From an optimization exercise on the open Yosys and OpenROAD flow, aimed at small area, a short achievable clock period and few clock cycles per item; shortcuts taken in it are not production practice. Only simulation tests tie the RTL to the original design; equivalence was not proved. Power figures rest on the tool's default switching activity, not on a simulated workload.

==> design.v <==
module axi_lite_dut (
  input logic         clk,
  input logic         reset_n,
  input logic [31:0]  awaddr,
  input logic         awvalid,
  output logic        awready,
  input logic [31:0]  wdata,
  input logic         wvalid,
  output logic        wready,
  output logic        bvalid,
  input logic         bready,
  input logic [31:0]  araddr,
  input logic         arvalid,
  output logic        arready,
  output logic [31:0] rdata,
  output logic        rvalid,
  input logic         rready
);
  logic [7:0]  wb_a;
  logic [31:0] wb_d;
  logic        wb_av, wb_dv;
  logic [3:0]  bcnt;             
  logic        aw_in, w_in, commit, complete, b_take;
  logic        av_n, dv_n;
  logic [3:0]  bcnt_n;
  assign aw_in    = awvalid && awready;
  assign w_in     = wvalid && wready;
  assign commit   = wb_av && wb_dv;
  assign av_n     = aw_in || (wb_av && !commit);
  assign dv_n     = w_in  || (wb_dv && !commit);
  assign complete = av_n && dv_n;
  assign b_take   = bvalid && bready;
  assign bcnt_n   = bcnt + {3'b0, complete} - {3'b0, b_take};
  always_ff @(posedge clk or negedge reset_n) begin
    if (!reset_n) begin
      wb_av   <= 1'b0;
      wb_dv   <= 1'b0;
      bcnt    <= 4'd0;
      bvalid  <= 1'b0;
      awready <= 1'b0;
      wready  <= 1'b0;
    end else begin
      wb_av   <= av_n;
      wb_dv   <= dv_n;
      bcnt    <= bcnt_n;
      bvalid  <= bcnt_n != 4'd0;
      awready <= !(av_n && !dv_n) && bcnt_n < 4'd8;
      wready  <= !(dv_n && !av_n) && bcnt_n < 4'd8;
    end
  end
  logic [7:0]  a_n;
  logic [15:0] wh, wl;           
  assign a_n = aw_in ? awaddr[7:0] : wb_a;
  always_ff @(posedge clk) begin
    if (aw_in) wb_a <= awaddr[7:0];
    if (w_in)  wb_d <= wdata;
    for (int i = 0; i < 16; i++) begin
      wh[i] <= complete && a_n[7:4] == i[3:0];
      wl[i] <= a_n[3:0] == i[3:0];
    end
  end
  logic r_free;
  assign r_free  = !rvalid || rready;
  assign arready = r_free;
  always_ff @(posedge clk or negedge reset_n) begin
    if (!reset_n)
      rvalid <= 1'b0;
    else if (r_free)
      rvalid <= arvalid;
  end
  logic [15:0]  rh_n;            
  logic [255:0] we, nwe;         
  always_comb begin
    for (int i = 0; i < 16; i++)
      rh_n[i] = araddr[7:4] != i[3:0];
  end
  logic [255:0][31:0] mem;       
  logic [255:0][31:0] mem_n;     
  logic [15:0][31:0]  cand_n;    
  for (genvar h = 0; h < 16; h++) begin : g_grp
    for (genvar l = 0; l < 16; l++) begin : g_w
      localparam int W = 16 * h + l;
      dut_and2  u_we  (.a(wh[h]), .b(wl[l]), .y(we[W]));
      dut_nand2 u_nwe (.a(wh[h]), .b(wl[l]), .y(nwe[W]));
      dut_ao22  u_n   (.a({32{we[W]}}), .b(wb_d), .c({32{nwe[W]}}), .d(mem[W]), .y(mem_n[W]));
    end
    logic [1:0][31:0] o8;        
    logic [15:0]      rl;        
    dut_dec4  u_rl (.a(araddr[3:0]), .y(rl));
    dut_or8   u_r0 (.s(rl[7:0]),  .q(mem[16*h +: 8]),     .y(o8[0]));
    dut_or8   u_r1 (.s(rl[15:8]), .q(mem[16*h + 8 +: 8]), .y(o8[1]));
    dut_nor2w u_r2 (.a(o8[0]), .b(o8[1]), .y(cand_n[h]));
  end
  always_ff @(posedge clk)
    mem <= mem_n;
  logic [7:0][31:0] m1;          
  logic [3:0][31:0] m2;          
  logic [1:0][31:0] m3;          
  logic [31:0]      rword_n;     
  logic [31:0]      rnext;
  for (genvar i = 0; i < 8; i++) begin : g_m1
    dut_oai22 u (.a({32{rh_n[2*i]}}), .b(cand_n[2*i]), .c({32{rh_n[2*i+1]}}), .d(cand_n[2*i+1]), .y(m1[i]));
  end
  for (genvar i = 0; i < 4; i++) begin : g_m2
    dut_nor2w u (.a(m1[2*i]), .b(m1[2*i+1]), .y(m2[i]));
  end
  for (genvar i = 0; i < 2; i++) begin : g_m3
    dut_nand2w u (.a(m2[2*i]), .b(m2[2*i+1]), .y(m3[i]));
  end
  dut_nor2w u_m4 (.a(m3[0]), .b(m3[1]), .y(rword_n));
  dut_load u_ld (.s({32{r_free}}), .wn(rword_n), .q(rdata), .y(rnext));
  always_ff @(posedge clk)
    rdata <= rnext;
endmodule
module dut_and2 (input logic a, b, output logic y);
  assign y = a & b;
endmodule
module dut_nand2 (input logic a, b, output logic y);
  assign y = ~(a & b);
endmodule
module dut_nor2w (input logic [31:0] a, b, output logic [31:0] y);
  assign y = ~(a | b);
endmodule
module dut_nand2w (input logic [31:0] a, b, output logic [31:0] y);
  assign y = ~(a & b);
endmodule
module dut_ao22 (input logic [31:0] a, b, c, d, output logic [31:0] y);
  assign y = (a & b) | (c & d);
endmodule
module dut_oai22 (input logic [31:0] a, b, c, d, output logic [31:0] y);
  assign y = ~((a | b) & (c | d));
endmodule
module dut_dec4 (input logic [3:0] a, output logic [15:0] y);
  always_comb
    for (int i = 0; i < 16; i++) y[i] = a == i[3:0];
endmodule
module dut_or8 (input logic [7:0] s, input logic [7:0][31:0] q, output logic [31:0] y);
  logic [3:0][31:0] p;
  for (genvar i = 0; i < 4; i++) begin : g_p
    assign p[i] = ~(({32{s[2*i]}} & q[2*i]) | ({32{s[2*i+1]}} & q[2*i+1]));
  end
  assign y = ~(p[0] & p[1] & p[2] & p[3]);
endmodule
module dut_load (input logic [31:0] s, wn, q, output logic [31:0] y);
  assign y = (s & ~wn) | (~s & q);
endmodule
==> run.sh <==
#!/bin/bash
# synth_recipe.tcl (not shown) runs the flow's synth.tcl, then flattens the netlist and writes it again
# the make line also repeats each setting of config.mk as NAME=value (left out here)
make -C /OpenROAD-flow-scripts/flow DESIGN_CONFIG=/design/flow/config.mk WORK_HOME=/design/flow/orfs CLKGATE_MAP_FILE= SYNTH_SCRIPT=/design/flow/synth_recipe.tcl finish
==> config.mk <==
export PLATFORM = sky130hd
export DESIGN_NAME = axi_lite_dut
export DESIGN_NICKNAME = axi_lite_dut
export VERILOG_FILES = /design/flow/design.v
export SDC_FILE = /design/flow/constraint.sdc
export NUM_CORES = 8
export LEC_CHECK = 0
export CAP_MARGIN = 55
export CORE_MARGIN = 2
export CORE_UTILIZATION = 64
export CTS_CLUSTER_DIAMETER = 80
export CTS_CLUSTER_SIZE = 25
export PLACE_DENSITY = 0.74
export SETUP_SLACK_MARGIN = 2.0
export SLEW_MARGIN = 20
export SYNTH_HIERARCHICAL = 1
export SYNTH_MEMORY_MAX_BITS = 8192
export TNS_END_PERCENT = 10
==> constraint.sdc <==
create_clock -name core_clock -period 4.5 [get_ports {clk}]
set_input_delay 0.9000 -clock core_clock [delete_from_list [all_inputs] [get_ports {clk}]]
set_output_delay 0.9000 -clock core_clock [all_outputs]
set_load 0.01 [all_outputs]
==> out/qor.txt, run 1 <==
Status -> failed layout checks
Failed Checks -> max-slew violations
Clk slew on worst S/H paths -> 0.10 ns
Routed WL -> 1110000 um
Crit-path max cell delay -> 0.34 ns
Max cap viols -> 0
First-pass GRT wire length -> 1600000 um
Crit path cell chain -> buf_16 -> clkbuf_16 -> clkbuf_16 -> and4b_4 -> buf_12 -> a22oi_1 -> nand4_1 -> nor2_2 -> buf_4 -> o22ai_2 -> nor2_2 -> buf_6 -> nand2_1 -> nor2_1 -> mux2i_1
1st-iter DRT viols -> 37212
Leading area contributor after synthesis -> dfxtp_1
CTS tree -> built
Post-synth ARST share -> 0.120%
Top-count cell post-synth -> dfxtp_1
Area delta synth->final -> 12.3%
Fin crit period -> 3.01 ns
Crit Reg-Reg Startpoint -> awready
Final hold vios -> 0
Mapped cell area -> 293000 um2
Initial antenna violation count -> 48
Vert. Die Dim -> 681 um
Critical path launch point type -> input port
Synth Flop Type -> dfxtp_1
Ratio of cells with drive above 1 in the final layout -> 11.1%
Max Freq -> 0.332 GHz
# DRC -> 0
GRT Total Usage -> 45.3%
# IOs -> 140
Synth top cells by count -> dfxtp_1 (8264), a22o_1 (8192), a22oi_1 (4097), nand4_1 (1025), nor2_1 (694)
Pin count of the biggest net entering global routing -> 154
Layout Skew -> 0.0432 ns
Via count -> 249268
Syn_area_per_cell -> 12.0 um2
Share of the synthesized area in the top cell type -> 56.4%
Starting density of the core -> 64.3%
Delay-heaviest family, CP -> simple AND/OR/NAND/NOR gates
Htree depth -> 5
Met2 usage -> 63.3%
Port Buf Inserts -> 91
Max-slew headroom -> -0.925%
First-pass iteration count of the detailed router -> 7
Final period util -> 67.0%
Worst R2R Setup Slack -> 1.78 ns
Dpl hpwl -> 664000 um
Buf+Inv Stages, Crit Path -> 6
Worst setup endpoint -> rdata[22]
PnR Total Power -> 140000 uW
Critical-path top delay cell -> nand4_1
Design Area, Final -> 330000 um2
Most used routing layer -> met2
# setup viols final -> 0
Cells after Synth -> 24433
WL/cell -> 34.6 um
Worst Tran Pin Value -> 1.51 ns
GRT met1 Usage -> 59.7%
Placer congestion estimate -> 0.984
Post-Place Cell Area -> 314000 um2
Fillers -> 32352
Synth Net Count -> 24541
Worst Setup SP -> araddr[2]
Die area -> 464000 um2
FF-to-FF End -> bvalid
Util after Layout -> 72.2%
Total clock sinks -> 8306
Largest cells by area after synthesis -> dfxtp_1 (56%), a22o_1 (24%), a22oi_1 (10%)
Layout net count -> 25891
Hold crit path type -> in -> async
Critical path arrival -> 3.97 ns
Core ar. -> 456000 um2
Yosys warns -> 8
Post-synthesis register bit count -> 8306
Critical Path End Type -> register
GR Util met3 -> 12.8%
Max Slew Vio Count -> 24
Via density -> 7.78
Die Width -> 681 um
Critical setup path kind -> in -> reg
Total grt overflow -> 0
WP data required -> 5.46 ns
Worst skew pair latency -> 1.09 ns
CTS Buffer Depth -> 4
Clock Root Buffer -> clkbuf_16
CTS buffer count -> 374
Synth cell types -> 42
CP max FO -> 9
Levels on crit path -> 15
Peak supply drop -> 0.525 mV
RSZ-0062 raised after global routing -> yes
Lkg Pwr -> 0.123 uW
Cell row count -> 248
Worst reg-to-reg path cell count -> 10
PD cells -> 424 nW/um2
Number of enable flip-flop cells after synthesis -> 32
Sequential element share of the synthesized area -> 56.8%
DRT antenna net count -> 0
Number of global-route vias before repair -> 233171
[per-module statistics from Yosys, one instance, submodules excluded]
module        area (um2)  copies in the design  flops+latches
dut_dec4             277                    16              0
dut_ao22             280                   256              0
dut_load             440                     1              0
dut_and2            6.26                   256              0
dut_oai22            200                     8              0
dut_nand2w           120                     2              0
dut_nand2           3.75                   256              0
axi_lite_dut      168000                     1           8306
dut_nor2w            120                    21              0
dut_or8             1320                    32              0
[registers in the layout (all words and copies together) (netlist names)]
register	flops
mem	8192
rdata	32
wb_d	32
wh	16
wl	16
wb_a	8
bcnt	4
awready	1
bvalid	1
rvalid	1
wb_av	1
wb_dv	1
wready	1
[report_power, final]
part	leakage (uW)	internal [uW]	switching, uW	total [uW]
combinational	0.0509	6390	10200	16600
sequential	0.0671	79900	4100	84000
clock	0.00492	15700	23400	39100
[layout make-up]
class	instances	area [um2]	share of cell area, %
timing repair buffer	1814	21100	6.40
clock buffer	402	9700	2.94
clock inverter	26	304	0.0923
antenna	65	163	0.0494
tap	6125	7660	2.33
multi-input combinational	15243	124000	37.5
inverter	44	165	0.0501
sequential	8306	167000	50.6
[layout by cell type (no fill, tap or decap), types with 118 or more instances in the layout]
cell / count
dfxtp_1: 8218
nand2_1: 315
nand4_1: 1025
o22ai_1: 161
and2_1: 177
clkbuf_16: 401
nor2_1: 455
buf_4: 1142
buf_12: 275
nor2_2: 118
buf_16: 131
a22oi_1: 4010
nor2_4: 121
a22o_1: 8192
[kinds of logic after synthesis]
| logic type | after synthesis | synth area share, % |
|---|---|---|
| AOI/OAI and AO/OA | 12592 | 35.6 |
| xor gates and xnor gates | 2 | 0.00597 |
| adders and majority gates | 7 | 0.0307 |
| buffers and inverters | 884 | 2.03 |
| DFF | 8306 | 56.8 |
| muxes | 32 | 0.109 |
| and+or+nand+nor | 2610 | 5.41 |
[how the worst min path moves through the flow]
stage	from	endpoint	slack, ns	cells past startpoint
3_5_place_dp	mem[6051]	mem[6051]	0.45	1
3_3_place_gp	mem[489]	mem[489]	0.45	1
6_report	reset_n	rvalid	0.14	1
5_1_grt	reset_n	rvalid	0.17	1
4_1_cts	reset_n	rvalid	0.13	1
2_1_floorplan	mem[1054]	mem[1054]	0.44	1
[per-layer routing]
layer | part of all wire, % | up-vias
li1 | - | 103822
met1 | 37 | 123993
met2 | 41 | 18320
met3 | 13 | 3109
met4 | 8.3 | 24
met5 | 0.013 | -
[per-stage QoR]
stage / setup slack (ns) / cells / setup TNS, ns / hold WS (ns)
after floorplan: -0.174 / 24433 / -1429.31 / 0.440
after global placement: -0.656 / 31102 / -6.28 / 0.452
after detailed placement: -0.344 / 31372 / -1.78 / 0.453
after CTS: 1.72 / 31903 / 0 / 0.129
after global routing: 1.63 / 31983 / 0 / 0.172
final: 1.49 / 32025 / 0 / 0.139
[timing repair]
item                                    CTS  global route
cloned                                   21            17
resized for setup                       613           272
pin swaps                               161           170
hold buffers                              0             0
endpoints found under the setup margin   73            73
setup buffers                            82            35
Testbench counts, summed over its fixed seeds: cycles 14,228, items 16,000.
==> run 2, diff against run 1 <==
--- a/config.mk
+++ b/config.mk
@@ -13,5 +13,5 @@
 export PLACE_DENSITY = 0.74
 export SETUP_SLACK_MARGIN = 2.0
-export SLEW_MARGIN = 20
+export SLEW_MARGIN = 50
 export SYNTH_HIERARCHICAL = 1
 export SYNTH_MEMORY_MAX_BITS = 8192
==> out/qor.txt, run 2 <==
Critical setup path kind -> in -> reg
Layout Skew -> 0.0478 ns (+0.00455 ns)
Post-synthesis register bit count -> 8306 (unchanged)
Largest register FFs -> 8192 (unchanged)
Core ar. -> 456000 um2 (unchanged)
Max Slew Vio Count -> 0 (-100%)
PnR Total Power -> 140000 uW (about the same)
Port Buf Inserts -> 91 (unchanged)
Synth Flop Type -> dfxtp_1
Hold crit path type -> in -> async
# DRC -> 0 (unchanged)
Top-count cell post-synth -> dfxtp_1
Lkg Pwr -> 0.122 uW (-0.58%)
PD cells -> 426 nW/um2 (+0.44%)
Psw -> 37700 uW (-0.11%)
Leading area contributor after synthesis -> dfxtp_1
Crit-path max cell delay -> 0.35 ns (about the same)
Area delta synth->final -> 11.7%
Combinational family with the most area after synthesis -> compound AO/OA/AOI/OAI gates
GRT Total Usage -> 45.0% (-0.26 points)
Pin count of the biggest net entering global routing -> 113 (-27%)
Fillers -> 32562 (+0.65%)
Most common cell after layout, fill and taps aside -> dfxtp_1
Initial antenna violation count -> 47 (-2.1%)
Layout net count -> 25799 (-0.36%)
Starting density of the core -> 64.3% (unchanged)
WP data required -> 5.45 ns (about the same)
Crit path cell chain -> buf_16 -> buf_16 -> buf_16 -> buf_12 -> and4bb_4 -> bufbuf_16 -> a22oi_1 -> nand4_1 -> nor2_4 -> o22ai_2 -> nor2_1 -> buf_4 -> nand2_1 -> nor2_1 -> mux2i_1
CTS Buffer Depth -> 4 (unchanged)
Critical Path End Type -> register
Post-Synth Adder-Cell Area -> 0.0307% (unchanged)
Synth cell types -> 42 (unchanged)
Max Freq -> 0.331 GHz (-0.24%)
Wire length on met2 -> 456000 um (+0.35%)
Levels on crit path -> 15 (unchanged)
Sequential element share of the synthesized area -> 56.8% (unchanged)
WL/cell -> 34.7 um (about the same)
Total clock sinks -> 8306 (unchanged)
Delay-heaviest family, CP -> simple AND/OR/NAND/NOR gates
First-pass GRT wire length -> 1590000 um (-0.59%)
Routed WL -> 1110000 um (-0.35%)
Dpl hpwl -> 656000 um (-1.3%)
Clk slew on worst S/H paths -> 0.10 ns (about the same)
Hold WS -> 0.140 ns (+0.000850 ns)
Placer congestion estimate -> 0.984 (unchanged)
# setup viols final -> 0 (unchanged)
Worst skew pair latency -> 1.08 ns (about the same)
Total grt overflow -> 0 (unchanged)
Final hold vios -> 0 (unchanged)
Syn_area_per_cell -> 12.0 um2 (unchanged)
Synth Net Count -> 24541 (unchanged)
Metal-1 WL -> 413000 um (-0.41%)
Switching share of power -> 27.0% (about the same)
Cells after Synth -> 24433 (unchanged)
Worst Tran Pin Value -> 0.805 ns (-0.709 ns)
Vert. Die Dim -> 681 um (unchanged)
Mapped cell area -> 293000 um2 (unchanged)
Largest cells by area after synthesis -> dfxtp_1 (56%), a22o_1 (24%), a22oi_1 (10%)
Worst R2R Setup Slack -> 1.76 ns (-0.02 ns)
RSZ-0062 raised after global routing -> yes
DRT antenna net count -> 0 (unchanged)
Top Layer Used -> met5
Die Width -> 681 um (unchanged)
Clock Root Buffer -> clkbuf_16
Largest register by flop count -> mem
Buf+Inv Stages, Crit Path -> 6 (unchanged)
Yosys warns -> 8 (unchanged)
CP max FO -> 8 (-1)
Critical-path top delay cell -> nand4_1
Met3 wire len -> 147000 um (-1.1%)
Clk network pwr share -> 27.8% (-0.2 points)
Most common cell type on the critical path -> buf_16
Largest regs -> mem: 8192 flops, rdata: 32 flops, wb_d: 32 flops
CTS tree -> built
CTS buffer count -> 373 (-0.27%)
Synth Area in Simple Gates -> 5.41% (unchanged)
Htree depth -> 5 (unchanged)
Commonest non-fill, non-tap cells in the layout -> dfxtp_1 (8210), a22o_1 (8192), a22oi_1 (3979)
Multiplexer share of the synthesized area -> 0.109% (unchanged)
Share of the synthesized area in the top cell type -> 56.4% (unchanged)
Critical path launch point type -> input port
Ratio of cells with drive above 1 in the final layout -> 11.3% (+0.17 points)
Combinational fraction of design power -> 12.0% (about the same)
Synth top cells by count -> dfxtp_1 (8264), a22o_1 (8192), a22oi_1 (4097), nand4_1 (1025), nor2_1 (694)
Number of global-route vias before repair -> 231988 (-0.51%)
Status -> timing/DRC/antenna clean
First-pass iteration count of the detailed router -> 7 (unchanged)
Synth Area in XOR/XNOR -> 0.00597% (unchanged)
1st-iter DRT viols -> 38059 (+2.3%)
Critical path arrival -> 3.97 ns (about the same)
Via density -> 7.80 (+0.16%)
Sequential fraction of design power -> 60.2% (about the same)
Die area -> 464000 um2 (unchanged)
Max-slew headroom -> 46.3% (+47 points)
Final period util -> 67.2% (+0.16 points)
Max cap viols -> 0 (unchanged)
Worst reg-to-reg path cell count -> 10 (unchanged)
Cell row count -> 248 (unchanged)
Via count -> 248745 (-0.21%)
# IOs -> 140 (unchanged)
Fin crit period -> 3.02 ns (+0.00718 ns)
Post-synth ARST share -> 0.120% (unchanged)
Number of enable flip-flop cells after synthesis -> 32 (unchanged)
Complex-gate fraction of the synthesized area -> 35.6% (unchanged)
Int Pwr -> 102000 uW (about the same)
Peak supply drop -> 0.473 mV (-9.8%)
run 2: kinds of logic after synthesis:
kind of cell / count (synthesis)
AOI/OAI and AO/OA: 12592
adders and majority gates: 7
and+or+nand+nor: 2610
buffers and inverters: 884
DFF: 8306
muxes: 32
xor gates and xnor gates: 2
run 2: final timing paths:
kind,startpoint,endpoint
worst max-delay path,araddr[1],rdata[16]
worst min-delay path,reset_n,wready
worst max register to register,awready,bvalid
worst min register to register,mem[7753],mem[7753]
max in group asynchronous,reset_n,awready
min in group core_clock,wdata[29],wb_d[29]
run 2: repair_timing:
action	in CTS	in global routing
hold buffers	0	0
buffers inserted	70	45
gates cloned	15	15
gates resized for setup	558	467
pin swaps	108	262
setup endpoints to repair	82	93
run 2: worst reg2reg max path, stage by stage (launching register included):
cell	delay, ns
dfrtp_2	0.42
buf_4	0.20
and2_1	0.18
o21ai_2	0.06
and2_1	0.17
ha_1	0.22
inv_1	0.06
ha_1	0.27
and3_4	0.17
or3_4	0.40
a2111o_1	0.46
run 2: layer usage:
layer	GRT usage (%)	up-vias
met5	0.104	-
met4	32.9	38
met3	12.0	3007
met2	63.0	18214
met1	59.8	123885
li1	-	103601
run 2: per-module statistics from Yosys, one instance, submodules excluded:
| module | flops+latches | area [um2] | copies in the design | cells inside |
|---|---|---|---|---|
| axi_lite_dut | 8306 | 168000 | 1 | 8465 |
| dut_and2 | 0 | 6.26 | 256 | 1 |
| dut_ao22 | 0 | 280 | 256 | 32 |
| dut_dec4 | 0 | 277 | 16 | 20 |
| dut_load | 0 | 440 | 1 | 64 |
| dut_nand2 | 0 | 3.75 | 256 | 1 |
| dut_nand2w | 0 | 120 | 2 | 32 |
| dut_nor2w | 0 | 120 | 21 | 32 |
| dut_oai22 | 0 | 200 | 8 | 32 |
| dut_or8 | 0 | 1320 | 32 | 184 |
run 2: power by group through the flow:
| stage | logic, uW | clock network (uW) | registers [uW] |
|---|---|---|---|
| 2_1_floorplan | 6950 | 0 | 85900 |
| 3_3_place_gp | 13900 | 0 | 85800 |
| 3_5_place_dp | 15400 | 0 | 85400 |
| 4_1_cts | 15700 | 38600 | 83800 |
| 5_1_grt | 17200 | 41100 | 84600 |
| 6_report | 16800 | 38800 | 84100 |
run 2: cell type report:
class / instances / area [um2] / share of cell area (%)
Timing Repair Buffer: 1720 / 18600 / 5.67
Multi-Input combinational cell: 15246 / 125000 / 38.0
Inverter: 44 / 165 / 0.0504
Antenna cell: 40 / 100 / 0.0305
Sequential cell: 8306 / 167000 / 50.9
Clock inverter: 22 / 209 / 0.0637
Clock buffer: 403 / 9690 / 2.96
Tap cell: 6125 / 7660 / 2.34
run 2: metrics by stage:
| stage | instances | area [um2] | util (%) | setup slack [ns] | setup TNS, ns |
|---|---|---|---|---|---|
| after floorplan | 24433 | 293000 | - | -0.174 | -1429.31 |
| after global placement | 31102 | 309000 | 67.7 | -0.656 | -6.28 |
| after detailed placement | 31254 | 311000 | 68.2 | -0.380 | -2.18 |
| after CTS | 31764 | 324000 | 71.0 | 1.66 | 0 |
| after global routing | 31876 | 328000 | 71.8 | 1.62 | 0 |
| final | 31906 | 328000 | 71.8 | 1.48 | 0 |
==> run 3, diff against run 2 <==
--- a/config.mk
+++ b/config.mk
@@ -8,8 +8,8 @@
 export CAP_MARGIN = 55
 export CORE_MARGIN = 2
-export CORE_UTILIZATION = 64
+export CORE_UTILIZATION = 62
 export CTS_CLUSTER_DIAMETER = 80
 export CTS_CLUSTER_SIZE = 25
-export PLACE_DENSITY = 0.74
+export PLACE_DENSITY = 0.72
 export SETUP_SLACK_MARGIN = 2.0
 export SLEW_MARGIN = 50
==> out/qor.txt, run 3 <==
Status -> timing/DRC/antenna clean
Htree depth -> 5 (unchanged)
PD cells -> 430 nW/um2 (+0.92%)
Number of enable flip-flop cells after synthesis -> 32 (unchanged)
Final hold vios -> 0 (unchanged)
Core ar. -> 471000 um2 (+3.2%)
Critical path launch point type -> input port
Total clock sinks -> 8306 (unchanged)
Dpl hpwl -> 662000 um (+0.90%)
Number of global-route vias before repair -> 233547 (+0.67%)
Critical setup path kind -> in -> reg
Max Slew Vio Count -> 0 (unchanged)
Via count -> 248266 (-0.19%)
Critical Path End Type -> register
CTS buffer count -> 380 (+1.9%)
RSZ-0062 raised after global routing -> yes
Metal-1 WL -> 424000 um (+2.7%)
Mapped cell area -> 293000 um2 (unchanged)
Commonest non-fill, non-tap cells in the layout -> dfxtp_1 (8210), a22o_1 (8192), a22oi_1 (4045)
Die area -> 479000 um2 (+3.2%)
Top Layer Used -> met5
Lkg Pwr -> 0.123 uW (+0.41%)
Peak supply drop -> 0.342 mV (-28%)
Fin crit period -> 3.14 ns (+0.116 ns)
Worst reg-to-reg path cell count -> 10 (unchanged)
Worst R2R Setup Slack -> 1.66 ns (-0.10 ns)
Port Buf Inserts -> 91 (unchanged)
1st-iter DRT viols -> 38515 (+1.2%)
Total grt overflow -> 0 (unchanged)
Met3 wire len -> 142000 um (-3.2%)
Layout Skew -> 0.0482 ns (+0.000373 ns)
CTS Buffer Depth -> 4 (unchanged)
Clock Root Buffer -> clkbuf_16
Hold crit path type -> in -> async
Most common cell after layout, fill and taps aside -> dfxtp_1
Placer congestion estimate -> 0.947 (-3.7%)
Vert. Die Dim -> 692 um (+1.6%)
Wire length on met2 -> 456000 um (+0.20%)
Routed WL -> 1110000 um (+0.23%)
Layout net count -> 25761 (-0.15%)
Ratio of cells with drive above 1 in the final layout -> 11.0% (-0.32 points)
Max cap viols -> 0 (unchanged)
Synth Net Count -> 24541 (unchanged)
WL/cell -> 34.6 um (about the same)
GRT Total Usage -> 43.6% (-1.4 points)
Synth cell types -> 42 (unchanged)
Max-slew headroom -> 35.6% (-11 points)
WP data required -> 5.44 ns (about the same)
Die Width -> 692 um (+1.6%)
Share of the synthesized area in the top cell type -> 56.4% (unchanged)
Area delta synth->final -> 11.4%
Initial antenna violation count -> 29 (-38%)
Leading area contributor after synthesis -> dfxtp_1
Cell row count -> 252 (+1.6%)
First-pass GRT wire length -> 1600000 um (+0.67%)
Worst Tran Pin Value -> 0.967 ns (+0.162 ns)
First-pass iteration count of the detailed router -> 9 (+2)
Post-synth ARST share -> 0.120% (unchanged)
Synth top cells by count -> dfxtp_1 (8264), a22o_1 (8192), a22oi_1 (4097), nand4_1 (1025), nor2_1 (694)
Largest register FFs -> 8192 (unchanged)
Largest regs -> mem: 8192 flops, rdata: 32 flops, wb_d: 32 flops
DRT antenna net count -> 0 (unchanged)
Syn_area_per_cell -> 12.0 um2 (unchanged)
Top-count cell post-synth -> dfxtp_1
Cells after Synth -> 24433 (unchanged)
CTS tree -> built
# placed instances -> 31364 (+0.35%)
Yosys warns -> 8 (unchanged)
Via density -> 7.76 (-0.44%)
Sequential element share of the synthesized area -> 56.8% (unchanged)
Starting density of the core -> 62.3% (-2.0 points)
CP max FO -> 17 (+9)
Worst skew pair latency -> 1.09 ns (about the same)
# IOs -> 140 (unchanged)
Final period util -> 69.7% (+2.6 points)
Non-Filler Instances -> 31985 (+0.25%)
Post-synthesis register bit count -> 8306 (unchanged)
Synth Flop Type -> dfxtp_1
Setup TNS Final -> 0 ns (unchanged)
Max Freq -> 0.319 GHz (-3.7%)
Largest cells by area after synthesis -> dfxtp_1 (56%), a22o_1 (24%), a22oi_1 (10%)
Critical path arrival -> 4.08 ns (+0.11 ns)
# setup viols final -> 0 (unchanged)
Largest register by flop count -> mem
Fillers -> 34729 (+6.7%)
# DRC -> 0 (unchanged)
Hold WS -> 0.142 ns (+0.00186 ns)
Clk slew on worst S/H paths -> 0.10 ns (about the same)
Pin count of the biggest net entering global routing -> 115 (+1.8%)
## run 3: routing by layer
metal	track usage [%]	vias up
met1	58.3	124075
met3	11.5	2979
met4	29.8	14
met2	61.5	17649
li1	-	103549
met5	0	-
## run 3: final timing paths
path | startpoint | endpoint
worst max-delay path | araddr[1] | rdata[10]
worst min register to register | mem[942] | mem[942]
max in group asynchronous | reset_n | awready
worst max register to register | awready | bvalid
min in group core_clock | awaddr[5] | wb_a[5]
worst min-delay path | reset_n | rvalid
## run 3: final cells by class
type	instances	area, um2	share of cell area, %
clock buffer	421	10000	3.07
antenna	26	65.1	0.0199
clock inverter	44	489	0.150
timing repair buffer	1678	17700	5.40
multi-input combinational	15243	124000	37.9
tap	6223	7790	2.38
inverter	44	165	0.0506
sequential	8306	167000	51.1
## run 3: repair_timing
| action | in CTS | in global routing |
|---|---|---|
| gates cloned | 13 | 19 |
| pin swaps | 101 | 188 |
| gates resized for setup | 446 | 419 |
| buffers inserted | 26 | 50 |
| hold buffers | 0 | 0 |
| setup endpoints to repair | 76 | 75 |
## run 3: kinds of logic after synthesis
group	Yosys count	synth area share [%]
xor+xnor	2	0.00597
simple gates	2610	5.41
mux	32	0.109
compound gates	12592	35.6
flops	8306	56.8
buf+inv	884	2.03
fa+ha+maj	7	0.0307
## run 3: where the power goes
part / internal (uW) / switching, uW / total, uW
clock: 16300 / 23700 / 39900
combinational: 6420 / 10000 / 16400
sequential: 79900 / 4150 / 84100
## run 3: modules after synthesis (local to each module, per instance)
module	area [um2]	times used	flip-flops and latches	cells inside
dut_dec4	277	16	0	20
dut_or8	1320	32	0	184
dut_nand2	3.75	256	0	1
dut_nand2w	120	2	0	32
dut_and2	6.26	256	0	1
dut_ao22	280	256	0	32
dut_nor2w	120	21	0	32
dut_load	440	1	0	64
axi_lite_dut	168000	1	8306	8465
dut_oai22	200	8	0	32
## run 3: worst max-delay path: stages
cell and delay [ns]:
clkbuf_16 0.27, buf_6 0.24, and4bb_2 0.37, buf_8 0.21
a22oi_1 0.18, nand4_1 0.19, nor2_1 0.44, o22ai_1 0.39
nor2_1 0.31, nand2_1 0.15, buf_12 0.17, nor2_1 0.11
mux2i_1 0.08
## run 3: stage by stage
step / instance area [um2] / total power, uW / utilization (%) / setup slack [ns]
6_report: 327000 / 140000 / 69.3 / 1.36
5_1_grt: 327000 / 144000 / 69.3 / 1.56
4_1_cts: 324000 / 139000 / 68.7 / 1.50
3_5_place_dp: 311000 / 101000 / 66.1 / -0.508
3_3_place_gp: 309000 / 99600 / 65.6 / -0.454
2_1_floorplan: 293000 / 92900 / - / -0.174
==> run 4, diff against run 3 <==
--- a/design.v
+++ b/design.v
@@ -70,8 +70,11 @@
   end
   logic [15:0]  rh_n;            
+  logic [15:0]  rl;              
   logic [255:0] we, nwe;         
   always_comb begin
-    for (int i = 0; i < 16; i++)
+    for (int i = 0; i < 16; i++) begin
       rh_n[i] = araddr[7:4] != i[3:0];
+      rl[i]   = araddr[3:0] == i[3:0];
+    end
   end
   logic [255:0][31:0] mem;       
@@ -86,6 +89,4 @@
     end
     logic [1:0][31:0] o8;        
-    logic [15:0]      rl;        
-    dut_dec4  u_rl (.a(araddr[3:0]), .y(rl));
     dut_or8   u_r0 (.s(rl[7:0]),  .q(mem[16*h +: 8]),     .y(o8[0]));
     dut_or8   u_r1 (.s(rl[15:8]), .q(mem[16*h + 8 +: 8]), .y(o8[1]));
@@ -131,8 +132,4 @@
   assign y = ~((a | b) & (c | d));
 endmodule
-module dut_dec4 (input logic [3:0] a, output logic [15:0] y);
-  always_comb
-    for (int i = 0; i < 16; i++) y[i] = a == i[3:0];
-endmodule
 module dut_or8 (input logic [7:0] s, input logic [7:0][31:0] q, output logic [31:0] y);
   logic [3:0][31:0] p;
--- a/config.mk
+++ b/config.mk
@@ -8,8 +8,8 @@
 export CAP_MARGIN = 55
 export CORE_MARGIN = 2
-export CORE_UTILIZATION = 62
+export CORE_UTILIZATION = 64
 export CTS_CLUSTER_DIAMETER = 80
 export CTS_CLUSTER_SIZE = 25
-export PLACE_DENSITY = 0.72
+export PLACE_DENSITY = 0.74
 export SETUP_SLACK_MARGIN = 2.0
 export SLEW_MARGIN = 50
==> out/qor.txt, run 4 <==
Post-synthesis register bit count -> 8306 (unchanged)
Peak supply drop -> 0.382 mV (+12%)
WP data required -> 5.41 ns (-0.03 ns)
Placer congestion estimate -> 0.998 (+5.3%)
Critical path launch point type -> input port
RSZ-0062 raised after global routing -> yes
GRT Total Usage -> 46.2% (+2.6 points)
Largest register FFs -> 8192 (unchanged)
Max-slew headroom -> 31.9% (-3.6 points)
Max cap viols -> 0 (unchanged)
Synth cell types -> 40 (-4.8%)
PD cells -> 426 nW/um2 (-0.92%)
Dpl hpwl -> 680000 um (+2.8%)
# setup viols final -> 0 (unchanged)
Synth top cells by count -> dfxtp_1 (8264), a22o_1 (8192), a22oi_1 (4097), nand4_1 (1025), nor2_1 (703)
Fillers -> 31669 (-8.8%)
Worst skew pair latency -> 1.06 ns (-0.03 ns)
DRT antenna net count -> 0 (unchanged)
Cells after Synth -> 24135 (-1.2%)
Routed WL -> 1120000 um (+0.65%)
Util after Layout -> 73.2% (+3.9 points)
Post-synth ARST share -> 0.120% (unchanged)
Critical Path End Type -> register
Total grt overflow -> 0 (unchanged)
Hold Buf Count CTS -> 0 (unchanged)
Clock Root Buffer -> clkbuf_16
Lkg Pwr -> 0.123 uW (+0.45%)
Total clock sinks -> 8306 (unchanged)
CTS tree -> built
CTS buffer count -> 374 (-1.6%)
Most common cell after layout, fill and taps aside -> dfxtp_1
Commonest non-fill, non-tap cells in the layout -> dfxtp_1 (8207), a22o_1 (8192), a22oi_1 (3762)
CP max FO -> 8 (-9)
Core ar. -> 449000 um2 (-4.6%)
Layout Skew -> 0.0405 ns (-0.00764 ns)
Synth Flop Type -> dfxtp_1
Worst R2R Setup Slack -> 1.69 ns (+0.03 ns)
Vert. Die Dim -> 676 um (-2.3%)
1st-iter DRT viols -> 37901 (-1.6%)
Max Slew Vio Count -> 0 (unchanged)
Mapped cell area -> 289000 um2 (-1.5%)
Hold WS -> 0.160 ns (+0.0186 ns)
Share of the synthesized area in the top cell type -> 57.2% (+0.84 points)
Yosys warns -> 7 (-1)
Via count -> 249657 (+0.56%)
Die area -> 457000 um2 (-4.5%)
# placed instances -> 31333 (-0.099%)
CTS Buffer Depth -> 4 (unchanged)
Hold crit path type -> in -> async
Port Buf Inserts -> 91 (unchanged)
Largest cells by area after synthesis -> dfxtp_1 (57%), a22o_1 (25%), a22oi_1 (11%)
Number of enable flip-flop cells after synthesis -> 32 (unchanged)
Layout net count -> 26016 (+0.99%)
WL/cell -> 34.9 um (+0.70%)
Final hold vios -> 0 (unchanged)
Ratio of cells with drive above 1 in the final layout -> 13.0% (+2.0 points)
Worst Tran Pin Value -> 1.02 ns (+0.0540 ns)
First-pass iteration count of the detailed router -> 8 (-1)
First-pass GRT wire length -> 1600000 um (about the same)
Final period util -> 69.9% (+0.15 points)
Clk slew on worst S/H paths -> 0.10 ns (about the same)
Cell row count -> 246 (-2.4%)
Die Width -> 676 um (-2.3%)
Top-count cell post-synth -> dfxtp_1
Via density -> 7.81 (+0.61%)
Largest register by flop count -> mem
Leading area contributor after synthesis -> dfxtp_1
Critical path arrival -> 4.06 ns (-0.02 ns)
# IOs -> 140 (unchanged)
Status -> timing/DRC/antenna clean
Fin crit period -> 3.14 ns (+0.00671 ns)
Syn_area_per_cell -> 12.0 um2 (-0.26%)
Initial antenna violation count -> 46 (+59%)
Max Freq -> 0.318 GHz (-0.21%)
Sequential element share of the synthesized area -> 57.7% (+0.85 points)
Critical setup path kind -> in -> reg
Starting density of the core -> 64.3% (+2.0 points)
Non-Filler Instances -> 31969 (-0.050%)
Pin count of the biggest net entering global routing -> 113 (-1.7%)
Largest regs -> mem: 8192 flops, rdata: 32 flops, wb_d: 32 flops
Area delta synth->final -> 13.8%
Synth Net Count -> 24243 (-1.2%)
# DRC -> 0 (unchanged)
Number of global-route vias before repair -> 233118 (-0.18%)
Htree depth -> 5 (unchanged)
## run 4: cell count changes in the layout (fill, tap and decap cells not counted), moves of 30 or more
cell,change
buf_4,+370
and4bb_1,-30
a22oi_1,-283
nand2_4,-30
buf_12,+107
and4bb_4,-45
nor2_4,+60
nor2_1,-48
and4b_1,-34
and2_1,+95
and2_4,-102
nand2_1,+30
nor4b_4,-64
a22oi_2,+283
## run 4: repair_timing
item	CTS	global route
endpoints found under the hold margin	0	0
buffers inserted	78	22
pin swaps	255	173
setup endpoints to repair	178	184
resized for setup	768	220
cloned	15	6
## run 4: path summary, 6_finish.rpt
check | start | endpoint | cells past startpoint
max | araddr[3] | rdata[15] | 21
min | reset_n | wready | 1
max reg2reg | wl[11] | mem[4471] | 5
min reg2reg | mem[2804] | mem[2804] | 1
max in group asynchronous | reset_n | awready | 1
min in group core_clock | wdata[28] | wb_d[28] | 1
## run 4: logic make-up (layout without fill, tap and decap cells)
group           after synthesis  in the layout  share of synthesized area [%]
compound gates            12592          12592                           36.1
flops                      8306           8306                           57.7
simple gates               2376           2376                           4.24
buf+inv                     820           2653                           1.82
mux                          32             32                          0.111
fa+ha+maj                     7              7                         0.0312
xor+xnor                      2              2                        0.00606
other cells                   0             49                              0
## run 4: cell type report
| class | count | area, um2 | share of cell area (%) |
|---|---|---|---|
| Clock inverter | 29 | 385 | 0.117 |
| Clock buffer | 407 | 9790 | 2.98 |
| Inverter | 44 | 165 | 0.0502 |
| Tap cell | 5952 | 7450 | 2.26 |
| Sequential cell | 8306 | 167000 | 50.7 |
| Timing Repair Buffer | 2173 | 22900 | 6.95 |
| Antenna cell | 49 | 123 | 0.0373 |
| Multi-Input combinational cell | 15009 | 121000 | 36.9 |
## run 4: where the power goes
group | switching (uW) | internal [uW]
Sequential | 4130 | 79900
Combinational | 10200 | 6480
Clock | 23500 | 15900
Total | 37800 | 102000
## run 4: routing by layer
metal / GRT usage (%) / vias to the layer above / wire, um / share of wire (%)
li1: - / 103305 / - / -
met1: 61.5 / 124079 / 415000 / 37
met2: 64.5 / 18720 / 454000 / 41
met3: 13.9 / 3513 / 158000 / 14
met4: 31.5 / 40 / 88800 / 8.0
met5: 0 / - / 282 / 0.025
## run 4: critical path, stage by stage
cell     delay, ns
buf_6         0.09
buf_8         0.13
buf_12        0.14
nand2_4       0.06
buf_12        0.13
nor2_4        0.04
buf_12        0.16
buf_16        0.19
buf_12        0.17
buf_6         0.15
a22oi_2       0.14
nand4_1       0.40
nor2_4        0.37
buf_6         0.15
o22ai_4       0.06
nor2_4        0.17
buf_6         0.15
nand2_8       0.08
buf_6         0.15
nor2_4        0.07
mux2i_1       0.08
## run 4: metrics by stage
stage / TNS, ns / instance area [um2] / power [uW] / setup slack [ns]
5_1_grt: 0 / 329000 / 143000 / 1.45
6_report: 0 / 329000 / 140000 / 1.36
2_1_floorplan: -1429.31 / 290000 / 92800 / -0.174
3_3_place_gp: -15.39 / 311000 / 99700 / -1.02
3_5_place_dp: -12.44 / 313000 / 101000 / -0.906
4_1_cts: 0 / 327000 / 139000 / 1.63
## run 4: per-module statistics from Yosys, one instance, submodules excluded
module / times used / flip-flops and latches
dut_load: 1 / 0
dut_nand2w: 2 / 0
axi_lite_dut: 1 / 8306
dut_ao22: 256 / 0
dut_nor2w: 21 / 0
dut_nand2: 256 / 0
dut_and2: 256 / 0
dut_oai22: 8 / 0
dut_or8: 32 / 0
Testbench counts of run 4, summed over its fixed seeds: cycles 14,228, items 16,000.
==> run 5, diff against run 4 <==
--- a/design.v
+++ b/design.v
@@ -70,11 +70,8 @@
   end
   logic [15:0]  rh_n;            
-  logic [15:0]  rl;              
   logic [255:0] we, nwe;         
   always_comb begin
-    for (int i = 0; i < 16; i++) begin
+    for (int i = 0; i < 16; i++)
       rh_n[i] = araddr[7:4] != i[3:0];
-      rl[i]   = araddr[3:0] == i[3:0];
-    end
   end
   logic [255:0][31:0] mem;       
@@ -89,4 +86,11 @@
     end
     logic [1:0][31:0] o8;        
+    logic [15:0]      rl;        
+    logic [3:0]       pl, ph;    
+    dut_dec2  u_pl (.a(araddr[1:0]), .y(pl));
+    dut_dec2  u_ph (.a(araddr[3:2]), .y(ph));
+    for (genvar l = 0; l < 16; l++) begin : g_rl
+      dut_and2 u (.a(ph[l / 4]), .b(pl[l % 4]), .y(rl[l]));
+    end
     dut_or8   u_r0 (.s(rl[7:0]),  .q(mem[16*h +: 8]),     .y(o8[0]));
     dut_or8   u_r1 (.s(rl[15:8]), .q(mem[16*h + 8 +: 8]), .y(o8[1]));
@@ -132,4 +136,8 @@
   assign y = ~((a | b) & (c | d));
 endmodule
+module dut_dec2 (input logic [1:0] a, output logic [3:0] y);
+  always_comb
+    for (int i = 0; i < 4; i++) y[i] = a == i[1:0];
+endmodule
 module dut_or8 (input logic [7:0] s, input logic [7:0][31:0] q, output logic [31:0] y);
   logic [3:0][31:0] p;
==> out/qor.txt, run 5 <==
Ratio of cells with drive above 1 in the final layout -> 10.1% (-2.9 points)
# DRC -> 0 (unchanged)
Largest cells by area after synthesis -> dfxtp_1 (57%), a22o_1 (25%), a22oi_1 (11%)
Hold crit path type -> in -> async
Largest register by flop count -> mem
Mapped cell area -> 291000 um2 (+0.81%)
Area delta synth->final -> 11.1%
Syn_area_per_cell -> 11.9 um2 (-0.68%)
Fillers -> 32714 (+3.3%)
Die area -> 461000 um2 (+0.80%)
Status -> timing/DRC/antenna clean
Most common cell after layout, fill and taps aside -> dfxtp_1
DRT antenna net count -> 0 (unchanged)
Worst Tran Pin Value -> 0.902 ns (-0.119 ns)
RSZ-0062 raised after global routing -> yes
Core ar. -> 453000 um2 (+0.82%)
Synth Net Count -> 24605 (+1.5%)
Buf+Inv Stages, Crit Path -> 4 (-7)
Worst reg-to-reg path cell count -> 10 (+5)
Die Width -> 679 um (+0.40%)
Yosys warns -> 8 (+1)
1st-iter DRT viols -> 36143 (-4.6%)
Final hold vios -> 0 (unchanged)
Hold Buf Count CTS -> 0 (unchanged)
Total grt overflow -> 0 (unchanged)
Number of global-route vias before repair -> 231984 (-0.49%)
Share of the synthesized area in the top cell type -> 56.8% (-0.46 points)
Post-synth ARST share -> 0.120% (unchanged)
Delay-heaviest family, CP -> simple AND/OR/NAND/NOR gates
Crit path cell chain -> clkbuf_16 -> buf_12 -> clkbuf_16 -> and2_2 -> and2_1 -> buf_12 -> a22oi_1 -> nand4_1 -> nor2_1 -> o22ai_1 -> nor2_1 -> nand2_2 -> nor2_1 -> mux2i_1
Htree depth -> 5 (unchanged)
PnR Total Power -> 140000 uW (-0.18%)
Cells after Synth -> 24497 (+1.5%)
First-pass iteration count of the detailed router -> 17 (+9)
WL/cell -> 34.9 um (+0.11%)
Max Slew Vio Count -> 0 (unchanged)
Crit Reg-Reg Startpoint -> wready
CP max FO -> 32 (+24)
Leading area contributor after synthesis -> dfxtp_1
Critical Path End Type -> register
Layout Skew -> 0.0500 ns (+0.00952 ns)
# IOs -> 140 (unchanged)
Via density -> 7.80 (about the same)
Number of enable flip-flop cells after synthesis -> 32 (unchanged)
FF-to-FF End -> bvalid
Critical path arrival -> 4.01 ns (-0.05 ns)
Vert. Die Dim -> 679 um (+0.40%)
Crit-path max cell delay -> 0.47 ns (+0.07 ns)
Via count -> 247008 (-1.1%)
Initial antenna violation count -> 52 (+13%)
Routed WL -> 1110000 um (-0.87%)
# setup viols final -> 0 (unchanged)
Port Buf Inserts -> 91 (unchanged)
CTS buffer count -> 373 (-0.27%)
Layout net count -> 25694 (-1.2%)
Clock Root Buffer -> clkbuf_16
Lkg Pwr -> 0.121 uW (-2.1%)
Pin count of the biggest net entering global routing -> 113 (unchanged)
Synth cell types -> 39 (-2.5%)
WP data required -> 5.45 ns (+0.04 ns)
GRT Total Usage -> 44.9% (-1.4 points)
Max cap viols -> 0 (unchanged)
Largest regs -> mem: 8192 flops, rdata: 32 flops, wb_d: 32 flops
PD cells -> 432 nW/um2 (+1.4%)
Critical path launch point type -> input port
Sequential element share of the synthesized area -> 57.2% (-0.46 points)
First-pass GRT wire length -> 1580000 um (-1.4%)
Critical setup path kind -> in -> reg
Cell row count -> 247 (+0.41%)
Synth Flop Type -> dfxtp_1
Largest register FFs -> 8192 (unchanged)
Worst skew pair latency -> 1.08 ns (+0.02 ns)
Peak supply drop -> 0.402 mV (+5.1%)
Critical-path top delay cell -> nor2_1
Most common cell type on the critical path -> nor2_1
Hold WS -> 0.216 ns (+0.0561 ns)
Placer congestion estimate -> 0.971 (-2.7%)
Synth top cells by count -> dfxtp_1 (8264), a22o_1 (8192), a22oi_1 (4097), nand4_1 (1025), nor2_1 (726)
Clk slew on worst S/H paths -> 0.10 ns (about the same)
CTS tree -> built
Commonest non-fill, non-tap cells in the layout -> dfxtp_1 (8210), a22o_1 (8192), a22oi_1 (4023)
Post-synthesis register bit count -> 8306 (unchanged)
Worst R2R Setup Slack -> 1.74 ns (+0.05 ns)
Max Freq -> 0.327 GHz (+2.9%)
Total clock sinks -> 8306 (unchanged)
Fin crit period -> 3.06 ns (-0.0898 ns)
Dpl hpwl -> 648000 um (-4.7%)
CTS Buffer Depth -> 4 (unchanged)
Top-count cell post-synth -> dfxtp_1
Worst Setup SP -> araddr[0]
Starting density of the core -> 64.3% (about the same)
Max-slew headroom -> 39.9% (+7.9 points)
Final period util -> 67.9% (-2.0 points)
-- run 5: report_power, final --
group / leakage, uW / internal [uW] / switching, uW
Combinational: 0.0486 / 6350 / 10300
Sequential: 0.0671 / 79900 / 4050
Clock: 0.00495 / 15800 / 23400
-- run 5: cell type report --
class / count / area, um2 / share of cell area [%]
Multi-Input combinational cell: 15373 / 123000 / 37.9
Inverter: 44 / 165 / 0.0510
Tap cell: 5976 / 7480 / 2.31
Antenna cell: 38 / 95.1 / 0.0294
Sequential cell: 8306 / 167000 / 51.5
Timing Repair Buffer: 1488 / 16400 / 5.07
Clock inverter: 23 / 319 / 0.0986
Clock buffer: 409 / 9770 / 3.02
-- run 5: per-stage QoR --
step | setup slack (ns) | TNS [ns] | util [%] | area [um2] | std cells
detailed placement | -0.425 | -1.42 | 68.0 | 308000 | 31079
finish | 1.44 | 0 | 71.4 | 324000 | 31657
floorplan | -0.174 | -1429.31 | - | 291000 | 24497
CTS | 1.64 | 0 | 70.7 | 320000 | 31531
global placement | -0.390 | -2.05 | 67.6 | 306000 | 30981
global route | 1.59 | 0 | 71.4 | 324000 | 31628
-- run 5: worst max-delay path by stage --
stage           endpoint  depth (start not counted)
2_1_floorplan     mem[0]                          1
3_3_place_gp   rdata[24]                         15
3_5_place_dp   rdata[24]                         15
4_1_cts        rdata[24]                         16
5_1_grt        rdata[27]                         17
6_report        rdata[9]                         14
-- run 5: per-layer routing --
| metal | up-vias | global-route usage (%) | part of all wire, % |
|---|---|---|---|
| met5 | - | 0 | 0.026 |
| met2 | 18144 | 64.2 | 41 |
| met1 | 122624 | 59.2 | 37 |
| met3 | 3190 | 11.5 | 13 |
| li1 | 103024 | - | - |
| met4 | 26 | 31.3 | 8.0 |
-- run 5: kinds of logic (layout without fill, tap and decap cells) --
| group | after synthesis | count (layout) | share of synthesized area [%] |
|---|---|---|---|
| other | 0 | 38 | 0 |
| buffers and inverters | 820 | 1964 | 1.80 |
| XOR/XNOR | 2 | 2 | 0.00601 |
| AO/OA/AOI/OAI | 12592 | 12592 | 35.8 |
| multiplexers | 32 | 32 | 0.110 |
| flip-flops | 8306 | 8306 | 57.2 |
| AND/OR/NAND/NOR | 2738 | 2740 | 5.01 |
| adder cells (fa/ha/maj) | 7 | 7 | 0.0309 |
-- run 5: per-module statistics from Yosys (local to each module, per instance) --
module / flip-flops and latches / times used / cells / area [um2]
dut_and2: 0 / 512 / 1 / 6.26
axi_lite_dut: 8306 / 1 / 8465 / 168000
dut_oai22: 0 / 8 / 32 / 200
dut_load: 0 / 1 / 64 / 440
dut_nand2: 0 / 256 / 1 / 3.75
dut_or8: 0 / 32 / 184 / 1320
dut_nor2w: 0 / 21 / 32 / 120
dut_ao22: 0 / 256 / 32 / 280
dut_dec2: 0 / 32 / 4 / 26.3
dut_nand2w: 0 / 2 / 32 / 120
-- run 5: repair_timing --
item,CTS,global route
setup endpoints to repair,102,117
gates cloned,9,40
buffers inserted,11,9
pin swaps,123,199
resized for setup,495,494
hold endpoints to repair,0,0
Testbench counts of run 5, summed over its fixed seeds: cycles 14,228, items 16,000.
==> run 6, diff against run 5 <==
--- a/config.mk
+++ b/config.mk
@@ -8,8 +8,8 @@
 export CAP_MARGIN = 55
 export CORE_MARGIN = 2
-export CORE_UTILIZATION = 64
+export CORE_UTILIZATION = 66
 export CTS_CLUSTER_DIAMETER = 80
 export CTS_CLUSTER_SIZE = 25
-export PLACE_DENSITY = 0.74
+export PLACE_DENSITY = 0.76
 export SETUP_SLACK_MARGIN = 2.0
 export SLEW_MARGIN = 50
==> out/qor.txt, run 6 <==
Status -> timing/DRC/antenna clean
Post-Place Cell Area -> 309000 um2 (+0.14%)
Die Width -> 668 um (-1.5%)
Initial antenna violation count -> 60 (+15%)
CP max FO -> 9 (-72%)
FF-to-FF End -> bvalid
Htree depth -> 5 (unchanged)
PD cells -> 429 nW/um2 (-0.75%)
Hold WS -> 0.168 ns (-0.0485 ns)
Buf+Inv Stages, Crit Path -> 5 (+1)
Largest register by flop count -> mem
Largest register FFs -> 8192 (unchanged)
Lkg Pwr -> 0.121 uW (+0.30%)
Synth Flop Type -> dfxtp_1
Via density -> 7.81 (about the same)
# setup viols final -> 0 (unchanged)
CTS buffer count -> 373 (unchanged)
Core ar. -> 441000 um2 (-2.8%)
Most common cell after layout, fill and taps aside -> dfxtp_1
Largest regs -> mem: 8192 flops, rdata: 32 flops, wb_d: 32 flops
Mapped cell area -> 291000 um2 (unchanged)
Crit-path max cell delay -> 0.44 ns (-0.03 ns)
Ratio of cells with drive above 1 in the final layout -> 10.6% (+0.50 points)
Dpl hpwl -> 643000 um (-0.80%)
Post-synth ARST share -> 0.120% (unchanged)
Critical Path End Type -> register
Layout net count -> 25793 (+0.39%)
Post-Synth Adder-Cell Area -> 0.0309% (unchanged)
Final hold vios -> 0 (unchanged)
Total grt overflow -> 0 (unchanged)
Max-slew headroom -> 40.2% (+0.34 points)
Max Freq -> 0.316 GHz (-3.6%)
Worst Tran Pin Value -> 0.897 ns (-0.00514 ns)
Total clock sinks -> 8306 (unchanged)
Post-synthesis register bit count -> 8306 (unchanged)
Max cap viols -> 0 (unchanged)
Delay-heaviest family, CP -> simple AND/OR/NAND/NOR gates
Port Buf Inserts -> 91 (unchanged)
Crit Reg-Reg Startpoint -> wready
# DRC -> 0 (unchanged)
Worst reg-to-reg path cell count -> 11 (+1)
Top-count cell post-synth -> dfxtp_1
Number of enable flip-flop cells after synthesis -> 32 (unchanged)
Cell row count -> 244 (-1.2%)
Cells after Synth -> 24497 (unchanged)
Commonest non-fill, non-tap cells in the layout -> dfxtp_1 (8210), a22o_1 (8192), a22oi_1 (4004)
Area delta synth->final -> 11.4%
Hold crit path type -> in -> async
Synth Net Count -> 24605 (unchanged)
Fin crit period -> 3.17 ns (+0.113 ns)
CTS tree -> built
Sequential cell area -> 167000 um2 (about the same)
Worst skew pair latency -> 1.07 ns (about the same)
Max Slew Vio Count -> 0 (unchanged)
DRT antenna net count -> 0 (unchanged)
Critical-path top delay cell -> nor2_4
GRT Total Usage -> 46.2% (+1.3 points)
Design Area, Final -> 324000 um2 (+0.24%)
Yosys warns -> 8 (unchanged)
Synth Area in XOR/XNOR -> 0.00601% (unchanged)
Peak supply drop -> 0.414 mV (+3.0%)
Via count -> 247583 (+0.23%)
Sequential element share of the synthesized area -> 57.2% (unchanged)
Leading area contributor after synthesis -> dfxtp_1
First-pass GRT wire length -> 1570000 um (-0.41%)
PnR Total Power -> 139000 uW (-0.52%)
Layout Skew -> 0.0487 ns (-0.00137 ns)
Final period util -> 70.4% (+2.5 points)
Routed WL -> 1090000 um (-1.9%)
Number of global-route vias before repair -> 232638 (+0.28%)
Placer congestion estimate -> 0.999 (+2.9%)
Combinational family with the most area after synthesis -> compound AO/OA/AOI/OAI gates
Critical path arrival -> 4.08 ns (+0.07 ns)
Clk slew on worst S/H paths -> 0.10 ns (about the same)
Vert. Die Dim -> 668 um (-1.5%)
Fillers -> 30781 (-5.9%)
Critical setup path kind -> in -> reg
WP data required -> 5.41 ns (-0.04 ns)
Clock Root Buffer -> clkbuf_16
Crit path cell chain -> buf_16 -> buf_12 -> buf_6 -> and2b_2 -> and2_4 -> buf_4 -> a22oi_1 -> nand4_1 -> nor2_2 -> o22ai_2 -> nor2_4 -> nand2_4 -> nor2_4 -> buf_6 -> mux2i_1
First-pass iteration count of the detailed router -> 7 (-10)
Syn_area_per_cell -> 11.9 um2 (unchanged)
CTS Buffer Depth -> 4 (unchanged)
Setup WS pre-CTS -> -0.572 ns (-0.147 ns)
1st-iter DRT viols -> 36484 (+0.94%)
Multiplexer share of the synthesized area -> 0.110% (unchanged)
Share of the synthesized area in the top cell type -> 56.8% (unchanged)
Synth top cells by count -> dfxtp_1 (8264), a22o_1 (8192), a22oi_1 (4097), nand4_1 (1025), nor2_1 (726)
Critical path launch point type -> input port
Worst Setup Slack, final -> 1.33 ns (-0.113 ns)
Starting density of the core -> 66.1% (+1.8 points)
Die area -> 447000 um2 (-3.0%)
Util after Layout -> 73.7% (+2.2 points)
# IOs -> 140 (unchanged)
Area occupied by multi-input gates -> 123000 um2 (about the same)
RSZ-0062 raised after global routing -> yes
Largest cells by area after synthesis -> dfxtp_1 (57%), a22o_1 (25%), a22oi_1 (11%)
WL/cell -> 34.2 um (-2.0%)
Pin count of the biggest net entering global routing -> 119 (+5.3%)
Worst R2R Setup Slack -> 1.67 ns (-0.07 ns)
Synth Area in Simple Gates -> 5.01% (unchanged)
Synth cell types -> 39 (unchanged)
Complex-gate fraction of the synthesized area -> 35.8% (unchanged)
[run 6: final cells by class]
class / instances / area share [%]
diodes: 68 / 0.0524
clock buffers: 403 / 2.98
clock inverters: 26 / 0.0829
inverters: 44 / 0.0509
multi-input cells: 15371 / 37.8
flip-flops and latches: 8306 / 51.4
well taps: 5904 / 2.28
repair buffers: 1589 / 5.36
[run 6: per-stage QoR]
stage / TNS, ns / cells
after detailed placement: -2.45 / 31084
after floorplan: -1429.31 / 24497
after global placement: -4.00 / 30994
final: 0 / 31711
after CTS: 0 / 31575
after global routing: 0 / 31659
[run 6: logic make-up (layout without fill, tap and decap cells)]
group	after synthesis	after routing
buffers and inverters	820	2062
other	0	68
flip-flops	8306	8306
adder cells (fa/ha/maj)	7	7
AO/OA/AOI/OAI	12592	12592
AND/OR/NAND/NOR	2738	2738
XOR/XNOR	2	2
multiplexers	32	32
[run 6: worst max-delay path by stage]
stage                     startpoint        end  slack (ns)  cells after the start
after floorplan              wb_d[0]     mem[0]       -0.17                      1
after CTS                  araddr[0]  rdata[18]        1.67                     16
final                      araddr[2]   rdata[2]        1.33                     15
after global routing       araddr[2]  rdata[18]        1.48                     15
after detailed placement   araddr[0]   rdata[2]       -0.57                     14
after global placement     araddr[3]  rdata[14]       -0.91                     14
[run 6: power breakdown]
group          leakage, uW  internal (uW)  total, uW  switching (uW)
Combinational       0.0491           6320      16300            9950
Sequential          0.0671          79900      84100            4200
Clock              0.00488          15500      38800           23200
Total                0.121         102000     139000           37400
[run 6: metal layers]
| metal | vias up | GRT usage, % | wire length [um] |
|---|---|---|---|
| met5 | - | 0 | 234 |
| met4 | 38 | 32.3 | 86500 |
| met3 | 3349 | 14.3 | 151000 |
| met2 | 18247 | 65.2 | 446000 |
| met1 | 122703 | 60.2 | 401000 |
| li1 | 103246 | - | - |
[run 6: per-module statistics from Yosys, one instance, submodules excluded]
module	flops+latches	cells inside
dut_and2	0	1
dut_or8	0	184
dut_oai22	0	32
dut_load	0	64
axi_lite_dut	8306	8465
dut_nor2w	0	32
dut_nand2w	0	32
dut_ao22	0	32
dut_dec2	0	4
dut_nand2	0	1
[run 6: repair_timing]
item | in CTS | in global routing
hold buffers | 0 | 0
gates resized for setup | 835 | 193
gates cloned | 31 | 5
setup endpoints to repair | 93 | 116
pin swaps | 219 | 124
setup buffers | 31 | 18
==> run 7, diff against run 6 <==
--- a/design.v
+++ b/design.v
@@ -32,5 +32,5 @@
   assign b_take   = bvalid && bready;
   assign bcnt_n   = bcnt + {3'b0, complete} - {3'b0, b_take};
-  always_ff @(posedge clk or negedge reset_n) begin
+  always_ff @(posedge clk) begin
     if (!reset_n) begin
       wb_av   <= 1'b0;
@@ -63,5 +63,5 @@
   assign r_free  = !rvalid || rready;
   assign arready = r_free;
-  always_ff @(posedge clk or negedge reset_n) begin
+  always_ff @(posedge clk) begin
     if (!reset_n)
       rvalid <= 1'b0;
@@ -87,10 +87,5 @@
     logic [1:0][31:0] o8;        
     logic [15:0]      rl;        
-    logic [3:0]       pl, ph;    
-    dut_dec2  u_pl (.a(araddr[1:0]), .y(pl));
-    dut_dec2  u_ph (.a(araddr[3:2]), .y(ph));
-    for (genvar l = 0; l < 16; l++) begin : g_rl
-      dut_and2 u (.a(ph[l / 4]), .b(pl[l % 4]), .y(rl[l]));
-    end
+    dut_dec4  u_rl (.a(araddr[3:0]), .y(rl));
     dut_or8   u_r0 (.s(rl[7:0]),  .q(mem[16*h +: 8]),     .y(o8[0]));
     dut_or8   u_r1 (.s(rl[15:8]), .q(mem[16*h + 8 +: 8]), .y(o8[1]));
@@ -101,7 +96,7 @@
   logic [7:0][31:0] m1;          
   logic [3:0][31:0] m2;          
-  logic [1:0][31:0] m3;          
-  logic [31:0]      rword_n;     
-  logic [31:0]      rnext;
+  logic [3:0][31:0] quarter;     
+  logic [3:0][31:0] quarter_n;
+  logic [1:0][31:0] rd_n;
   for (genvar i = 0; i < 8; i++) begin : g_m1
     dut_oai22 u (.a({32{rh_n[2*i]}}), .b(cand_n[2*i]), .c({32{rh_n[2*i+1]}}), .d(cand_n[2*i+1]), .y(m1[i]));
@@ -109,12 +104,11 @@
   for (genvar i = 0; i < 4; i++) begin : g_m2
     dut_nor2w u (.a(m1[2*i]), .b(m1[2*i+1]), .y(m2[i]));
+    dut_load  u_ld (.s({32{r_free}}), .wn(m2[i]), .q(quarter[i]), .y(quarter_n[i]));
   end
-  for (genvar i = 0; i < 2; i++) begin : g_m3
-    dut_nand2w u (.a(m2[2*i]), .b(m2[2*i+1]), .y(m3[i]));
-  end
-  dut_nor2w u_m4 (.a(m3[0]), .b(m3[1]), .y(rword_n));
-  dut_load u_ld (.s({32{r_free}}), .wn(rword_n), .q(rdata), .y(rnext));
   always_ff @(posedge clk)
-    rdata <= rnext;
+    quarter <= quarter_n;
+  dut_nor2w  u_o0 (.a(quarter[0]), .b(quarter[1]), .y(rd_n[0]));
+  dut_nor2w  u_o1 (.a(quarter[2]), .b(quarter[3]), .y(rd_n[1]));
+  dut_nand2w u_o2 (.a(rd_n[0]), .b(rd_n[1]), .y(rdata));
 endmodule
 module dut_and2 (input logic a, b, output logic y);
@@ -136,7 +130,7 @@
   assign y = ~((a | b) & (c | d));
 endmodule
-module dut_dec2 (input logic [1:0] a, output logic [3:0] y);
+module dut_dec4 (input logic [3:0] a, output logic [15:0] y);
   always_comb
-    for (int i = 0; i < 4; i++) y[i] = a == i[1:0];
+    for (int i = 0; i < 16; i++) y[i] = a == i[3:0];
 endmodule
 module dut_or8 (input logic [7:0] s, input logic [7:0][31:0] q, output logic [31:0] y);
==> config.mk (replaced) <==
export PLATFORM = sky130hd
export DESIGN_NAME = axi_lite_dut
export DESIGN_NICKNAME = axi_lite_dut
export VERILOG_FILES = /design/flow/design.v
export SDC_FILE = /design/flow/constraint.sdc
export NUM_CORES = 8
export LEC_CHECK = 0
export CAP_MARGIN = 20
export CORE_MARGIN = 2
export CORE_UTILIZATION = 64
export CTS_CLUSTER_DIAMETER = 80
export CTS_CLUSTER_SIZE = 25
export PLACE_DENSITY = 0.74
export SETUP_SLACK_MARGIN = 2.0
export SLEW_MARGIN = 20
export SYNTH_HIERARCHICAL = 1
export SYNTH_MEMORY_MAX_BITS = 8192
==> out/qor.txt, run 7 <==
Cell row count -> 249 (+2.0%)
DRT antenna net count -> 0 (unchanged)
Initial antenna violation count -> 61 (+1.7%)
Design Area, Final -> 328000 um2 (+1.0%)
Total clock sinks -> 8402 (+1.2%)
Post-synthesis register bit count -> 8402 (+1.2%)
Mapped cell area -> 297000 um2 (+1.8%)
WL/cell -> 35.4 um (+3.6%)
Routed WL -> 1130000 um (+4.4%)
Largest regs -> mem: 8192 flops, quarter: 128 flops, wb_d: 32 flops
Number of enable flip-flop cells after synthesis -> 32 (unchanged)
Via density -> 7.87 (+0.86%)
Critical path launch point type -> register
CP max FO -> 2 (-7)
CTS buffer count -> 379 (+1.6%)
Dpl hpwl -> 639000 um (-0.54%)
Die Width -> 685 um (+2.4%)
Crit Reg-Reg Startpoint -> wl[1]
Hold Buf Count CTS -> 0 (unchanged)
Ratio of cells with drive above 1 in the final layout -> 10.4% (-0.21 points)
Core ar. -> 461000 um2 (+4.6%)
Synth top cells by count -> dfxtp_1 (8370), a22o_1 (8192), a22oi_1 (4096), nand4_1 (1025), nor2_1 (745)
Synth Net Count -> 24835 (+0.93%)
Port Buf Inserts -> 91 (unchanged)
Peak supply drop -> 0.426 mV (+3.0%)
GRT Total Usage -> 44.9% (-1.2 points)
Lkg Pwr -> 0.121 uW (+0.24%)
Worst Tran Pin Value -> 1.34 ns (+0.442 ns)
Via count -> 251650 (+1.6%)
CTS tree -> built
Synth Flop Type -> dfxtp_1
Final period util -> 74.7% (+4.3 points)
Total grt overflow -> 0 (unchanged)
Fin crit period -> 3.36 ns (+0.195 ns)
Clock Root Buffer -> clkbuf_16
Critical Path End Type -> output port
Hold crit path type -> in -> reg
Post-synth ARST share -> 0% (-0.12 points)
Layout net count -> 25756 (-0.14%)
Largest register by flop count -> mem
Worst reg-to-reg path cell count -> 3 (-8)
Critical setup path kind -> reg -> out
First-pass iteration count of the detailed router -> 7 (unchanged)
# DRC -> 0 (unchanged)
Top-count cell post-synth -> dfxtp_1
RSZ-0062 raised after global routing -> yes
Status -> timing/DRC/antenna clean
WP data required -> 3.60 ns (-1.81 ns)
# placed instances -> 31205 (+0.39%)
run 7: how the worst max path moves through the flow:
| stage | startpoint | endpoint | slack (ns) | cells past startpoint |
|---|---|---|---|---|
| final | quarter[26] | rdata[26] | 1.14 | 3 |
| after global routing | quarter[26] | rdata[26] | 1.25 | 3 |
| after CTS | quarter[26] | rdata[26] | 1.42 | 3 |
| after detailed placement | araddr[1] | quarter[57] | -0.01 | 12 |
| after global placement | araddr[1] | quarter[57] | -0.01 | 12 |
| after floorplan | wb_d[0] | mem[0] | -0.17 | 1 |
run 7: modules after synthesis (local to each module, per instance), excerpt:
module,times used,cells,area [um2]
dut_and2,256,1,6.26
dut_ao22,256,32,280
dut_nand2,256,1,3.75
dut_nor2w,22,32,120
dut_oai22,8,32,200
dut_or8,32,184,1320
run 7: metal layers:
layer | track usage [%] | vias to the layer above | share of wire (%)
li1 | - | 103848 | -
met1 | 59.2 | 125236 | 37
met2 | 62.8 | 19295 | 41
met3 | 14.2 | 3227 | 15
met4 | 30.7 | 44 | 7.4
met5 | 0.316 | - | 0.054
run 7: where the power goes:
group	internal, uW	total [uW]	switching [uW]
Combinational	3130	10400	7320
Sequential	76500	78500	1940
Clock	16200	39800	23700
run 7: cells by family (layout without fill, tap and decap cells):
logic type / after synthesis / in the layout / share of synthesized area (%)
and+or+nand+nor: 2639 / 2643 / 5.38
AOI/OAI and AO/OA: 12572 / 12572 / 35.2
xor gates and xnor gates: 3 / 3 / 0.00886
adders and majority gates: 6 / 6 / 0.0270
other: 0 / 97 / 0
DFF: 8402 / 8402 / 56.8
buffers and inverters: 977 / 1958 / 2.13
muxes: 128 / 128 / 0.432
run 7: cell type report:
cell class                 count  area (um2)
inverter                     140         526
antenna                       97         243
clock inverter                28         322
tap                         6149        7690
timing repair buffer        1373       15200
clock buffer                 417       10000
fill                       33201      133000
sequential                  8402      169000
multi-input combinational  15352      125000
run 7: per-stage QoR:
stage / power, uW / hold WS, ns / TNS, ns / setup slack [ns]
floorplan: 83900 / 0.428 / -1429.31 / -0.174
global placement: 88500 / 0.442 / -0.0140 / -0.0140
detailed placement: 88700 / 0.444 / -0.00968 / -0.00968
CTS: 127000 / 0.337 / 0 / 1.42
global route: 131000 / 0.373 / 0 / 1.25
finish: 129000 / 0.386 / 0 / 1.14
run 7: worst max-delay path: stages, from the launching register on:
cell	delay, ns
dfxtp_2	0.37
nor2_4	0.64
nand2_2	0.16
buf_6	0.18
run 7: timing repair:
action	4_1_cts	5_1_grt
buffers inserted	75	93
setup endpoints to repair	584	1069
gates cloned	14	29
gates resized for setup	770	606
pin swaps	128	264
Testbench counts of run 7, summed over its fixed seeds: cycles 14,228, items 16,000.

Re-timed with assumed drivers on the ports (clkbuf_16 on the clock, buf_2 on other inputs), run 7 has 1.010 ns of setup slack against 1.137 ns with ideal ports, and 0.109 ns once port delays also move by the mid clock arrival of 1.192 ns.
